This is an optimization exercise on Yosys and OpenROAD, whose aim is small area and a short achievable clock period, not a production implementation. Function was checked by simulation only, so behaviour that the tests miss may differ from the original.

JK:
==> flow/design.v (excerpt) <==
module fir (
input [15:0] signal,
input clk,
output [15:0] out,
output [15:0] f1,
output [31:0] f2,f3,f4,
output [15:0] fo1
);
For scale: roughly 330 flip-flops, ~160 I/O pins, about 21000 µm² of cells after synthesis.
==> flow/config.mk <==
export PLATFORM = sky130hd
export DESIGN_NAME = fir
export DESIGN_NICKNAME = fir
export VERILOG_FILES = /design/flow/design.v
export SDC_FILE = /design/flow/constraint.sdc
export NUM_CORES = 4
export LEC_CHECK = 0
export ABC_AREA = 1
export CAP_MARGIN = 20
export CORE_MARGIN = 2
export CORE_UTILIZATION = 60
export PLACE_DENSITY = 0.75
export SLEW_MARGIN = 20
export SYNTH_HIERARCHICAL = 1
==> flow/constraint.sdc <==
create_clock -name core_clock -period 30.0 [get_ports {clk}]
set_input_delay 6.0000 -clock core_clock [delete_from_list [all_inputs] [get_ports {clk}]]
set_output_delay 6.0000 -clock core_clock [all_outputs]
set_load 0.01 [all_outputs]
standard.sh (not shown) runs the stock make flow with config.mk's settings and CLKGATE_MAP_FILE= SYNTH_SCRIPT=/design/flow/synth_recipe.tcl, a recipe that flattens the netlist after the stock synthesis.
==> flow/flow/run.sh <==
#!/bin/bash
# The standard layout (the standard.sh); flow/ports.tcl runs after global
# placement (port buffers, flip-flop drive), and clock tree synthesis gets its
# arguments from CTS_ARGS.
bash standard.sh DONT_BUFFER_PORTS=1 POST_GLOBAL_PLACE_TCL="$PWD/flow/ports.tcl" \
  CTS_ARGS="-sink_clustering_enable -repair_clock_nets -sink_clustering_size 40 -sink_clustering_max_diameter 60 -dont_use_dummy_load" finish > standard.log 2>&1
==> flow/flow/ports.tcl <==
# Run right after global placement.
# Port buffering in place of ORFS's own buffer_ports: every input but the clock
# gets a buf_4, every output a buf_1.
buffer_ports -inputs -buffer_cell sky130_fd_sc_hd__buf_4
buffer_ports -outputs -buffer_cell sky130_fd_sc_hd__buf_1
# Stronger flip-flops (same cell, drive 4) for the registers that start the
# paths to the outputs, whose Q pins carry the largest loads.
foreach inst [get_cells *] {
  if {[regexp {^(n|s1|u)\[[0-9]+\]\$_DFF_P_$} [get_full_name $inst]] && [get_property $inst ref_name] eq "sky130_fd_sc_hd__dfxtp_1"} {
    replace_cell $inst sky130_fd_sc_hd__dfxtp_4
  }
}
JK reached the final stage; the timing, DRC and antenna checks on its layout passed.
Inputs modified between JK and MS:
- PLACE_DENSITY no longer set, was 0.75
- CORE_UTILIZATION now 40, was 60
--- a/flow/flow/ports.tcl
+++ b/flow/flow/ports.tcl
@@ -2,5 +2,12 @@
 # Port buffering in place of ORFS's own buffer_ports: every input but the clock
-# gets a buf_4, every output a buf_1.
+# gets a buf_4, every output a buf_1; the sign and exponent inputs, which fan out
+# across the whole input shifter, get a buf_8 instead.
 buffer_ports -inputs -buffer_cell sky130_fd_sc_hd__buf_4
 buffer_ports -outputs -buffer_cell sky130_fd_sc_hd__buf_1
+set block [ord::get_db_block]
+foreach b {10 11 12 13 14 15} {
+  foreach it [[[$block findBTerm "signal\[$b\]"] getNet] getITerms] {
+    replace_cell [get_cells [[$it getInst] getName]] sky130_fd_sc_hd__buf_8
+  }
+}
 # Stronger flip-flops (same cell, drive 4) for the registers that start the
==> comparison <==
- Changes observed in MS relative to JK: count of clock-buffer cells in the layout grew by 5, post-synthesis area per instance held steady.
Edits applied to the flow inputs when going from MS to AL:
- CORE_UTILIZATION changed from 40 to 65
- PLACE_DENSITY newly set to 0.8
--- outcome ---
Looking at the reports, MS completed the entire flow and the layout it produced met the timing, DRC and antenna checks. AL ran to completion and came out clean on the timing, DRC and antenna checks. Changes observed in AL relative to MS: global-route usage grew by 13 points, area added between synthesis and finish shrank by 2.0 points, minimum clock period shrank by 110 ps, portion of the layout cell area used by non-clock buffers held steady. Area of all placed cells without fillers, AL vs MS: down slightly. AL vs MS, top routing layer in use: met5 vs met4. Max clock-buffer cell count across MS and AL: MS. Going from MS to AL, period utilization shrinks by 0.36 points. As far as synthesized cell count is concerned, AL and MS perform about the same.
Modified inputs, TR compared to AL
- swapping 0.8 for 0.75 in PLACE_DENSITY
- swapping 65 for 60 in CORE_UTILIZATION
--- a/flow/flow/run.sh
+++ b/flow/flow/run.sh
@@ -5,2 +5,2 @@
 bash standard.sh DONT_BUFFER_PORTS=1 POST_GLOBAL_PLACE_TCL="$PWD/flow/ports.tcl" \
-  CTS_ARGS="-sink_clustering_enable -repair_clock_nets -sink_clustering_size 40 -sink_clustering_max_diameter 60 -dont_use_dummy_load" finish > standard.log 2>&1
+  CTS_ARGS="-sink_clustering_enable -repair_clock_nets -sink_clustering_size 20 -sink_clustering_max_diameter 40 -dont_use_dummy_load -sink_clustering_buffer sky130_fd_sc_hd__clkbuf_8" finish > standard.log 2>&1
[summary]
TR: met2 layer wire length in the routed design lower than AL
TR vs. AL: final cell count has increased.
Of the two candidates, AL has the worse first-pass GRT wire length and TR the better one.
In TR, global router's overall resource usage is lower than in AL.
Delta (TR minus AL): met1 track demand over resource decreased by 4.0 points relative to the old numbers; delay of the slowest cell on the worst path decreased by 50 ps relative to the old numbers.

-- afterwards: timing with drivers on the ports --
The flow's constraints put no driver on any port. The routed layouts listed below were extracted and timed again, unchanged, in two steps. Step 1, drivers: a clkbuf_16 drives clk and a buf_2 each remaining input, both assumed. Step 2 also shifts input and output timing later by t, the mid clock arrival at the registers, as if the neighbouring blocks saw the same clock. Three values: ideal ports, drivers, drivers and shift; two values: the first two.
| run | t (ns) | setup WS [ns] | pins driven straight from the clock port |
|---|---|---|---|
| JK | 0.599 | 21.254 / 21.285 / 20.686 | 1 |
| MS | 0.617 | 21.213 / 21.227 / 20.610 | 1 |
| AL | 0.595 | 21.322 / 21.275 / 20.754 | 1 |
| TR | 0.555 | 21.288 / 21.303 / 20.748 | 1 |
After both steps every run listed still meets setup and hold. For MS, which loses most, drivers alone change the setup slack by +0.014 ns; drivers and shift together by -0.603 ns.
